Background: an optimization exercise with open tools, aiming at small area. Do not read the settings as production practice.
Only simulation tests tie the RTL to the original design; equivalence was not proved.
Power figures rest on the tool's default switching activity, not on a simulated workload.

==> flow/design.v (excerpt) <==
module calc2_top ( out_data1, out_data2, out_data3, out_data4, out_resp1, out_resp2, out_resp3, out_resp4, out_tag1, out_tag2, out_tag3, out_tag4, c_clk, req1_cmd_in, req1_data_in, req1_tag_in, req2_cmd_in, req2_data_in, req2_tag_in, req3_cmd_in, req3_data_in, req3_tag_in, req4_cmd_in, req4_data_in, req4_tag_in, reset);
   output [0:31] out_data1, out_data2, out_data3, out_data4;
   output [0:1]  out_resp1, out_resp2, out_resp3, out_resp4, out_tag1, out_tag2, out_tag3, out_tag4;
   input         c_clk, reset;
   input [0:3]   req1_cmd_in, req2_cmd_in, req3_cmd_in, req4_cmd_in;
   input [0:1]   req1_tag_in, req2_tag_in, req3_tag_in, req4_tag_in;
   input [0:31]  req1_data_in, req2_data_in, req3_data_in, req4_data_in;
   wire [3:0] q_add, q_sh;
   localparam [4:0] T3 = 5'b01000;    
   function [4:0] fwd(input [4:0] v);
      fwd = {v[3:0], v[4] ^ v[2]};
   endfunction
   function [4:0] back(input [4:0] v);
      back = {v[0] ^ v[3], v[4:1]};
   endfunction
   reg  [4:0] ta, ts;
   wire [4:0] ta1 = ta;
   wire [4:0] ta2 = q_add[0] ? back(ta1) : ta1;
   wire [4:0] ta3 = q_add[1] ? back(ta2) : ta2;
   wire [4:0] ta4 = q_add[2] ? back(ta3) : ta3;
   wire [4:0] ta5 = q_add[3] ? back(ta4) : ta4;
   wire [4:0] ts1 = ts;
   wire [4:0] ts2 = q_sh[0] ? back(ts1) : ts1;
   wire [4:0] ts3 = q_sh[1] ? back(ts2) : ts2;
   wire [4:0] ts4 = q_sh[2] ? back(ts3) : ts3;
   wire [4:0] ts5 = q_sh[3] ? back(ts4) : ts4;
   always @(posedge c_clk) begin
      if (reset) begin
         ta <= T3;
         ts <= T3;
      end else begin
         if (ta != T3 || q_add != 4'd0) ta <= fwd(ta5);
         if (ts != T3 || q_sh != 4'd0) ts <= fwd(ts5);
      end
   end
   calc2_pair p12 (.clk(c_clk), .reset(reset),
                   .f_cmd_in(req1_cmd_in), .f_data_in(req1_data_in), .f_tag_in(req1_tag_in),
                   .s_cmd_in(req2_cmd_in), .s_data_in(req2_data_in), .s_tag_in(req2_tag_in),
                   .f_q_add(q_add[0]), .f_q_sh(q_sh[0]), .s_q_add(q_add[1]), .s_q_sh(q_sh[1]),
  ...
clock: 7.0 ns
lec_check: 0
cap_margin: 20
core_margin: 2
core_utilization: 65
slew_margin: 20
standard.sh (not shown) runs the stock make flow with config.mk's settings and CLKGATE_MAP_FILE= SYNTH_SCRIPT=/design/flow/synth_recipe.tcl, a recipe that flattens the netlist after the stock synthesis.
==> flow/flow/run.sh <==
#!/bin/bash
# Layout flow: the standard flow (standard.sh, with the standard synthesis unchanged),
# with two changes: ports get plain buf_1 buffers, and the clock tree is built from larger
# sink clusters without dummy loads. make's output goes to flow_make.log; each step's own
# log is under orfs/logs/.
set -euo pipefail
export BUFFER_PORTS_ARGS="-buffer_cell sky130_fd_sc_hd__buf_1"
export CTS_ARGS="-sink_clustering_enable -repair_clock_nets -dont_use_dummy_load -sink_clustering_size 20 -sink_clustering_max_diameter 60 -buf_list {sky130_fd_sc_hd__clkbuf_8}"
bash standard.sh > flow_make.log 2>&1
The baseline completed with no timing, DRC or antenna violations.
Then changed:
--- a/flow/flow/run.sh
+++ b/flow/flow/run.sh
@@ -7,3 +7,3 @@
 export BUFFER_PORTS_ARGS="-buffer_cell sky130_fd_sc_hd__buf_1"
-export CTS_ARGS="-sink_clustering_enable -repair_clock_nets -dont_use_dummy_load -sink_clustering_size 20 -sink_clustering_max_diameter 60 -buf_list {sky130_fd_sc_hd__clkbuf_8}"
+export CTS_ARGS="-sink_clustering_enable -repair_clock_nets -dont_use_dummy_load -sink_clustering_size 30 -sink_clustering_max_diameter 80"
 bash standard.sh > flow_make.log 2>&1
Result:
- sequential power stays flat
- flip-flop and latch count is unchanged
- clock power came out higher by 14%
- final area climbs by 0.47%
- synthesized cell count is unchanged
- worst setup slack got worse by 0.12 ns
- clock-buffer cell count shrinks by 17
- clock skew decreases by 0.030 ns
- non-clock buffer count grows by 1

==> separate check: timing with driven ports <==
In the flow no input, the clock included, has a driving cell. The finished layouts below were timed again as built, in two steps. Step 1, drivers: a clkbuf_16 drives c_clk and a buf_2 each remaining input, both assumed. Step 2 adds t to the input delays and takes it off the output delays; t is the mean of the earliest and latest rising clock arrival at the registers after step 1. Input paths then give back, and output paths get back, about the clock's delay inside the block. a / b / c = ideal ports / drivers / drivers and shift; a / b = the first two.
| run | t, ns | slack for setup (ns) | worst slew at a driven data input, ns |
|---|---|---|---|
| the first run | 0.766 | 0.804 / 0.804 / 0.804 | 0.11 |
| the second run | 0.662 | 0.687 / 0.687 / 0.687 | 0.11 |
After both steps setup and hold are still met in every run listed.
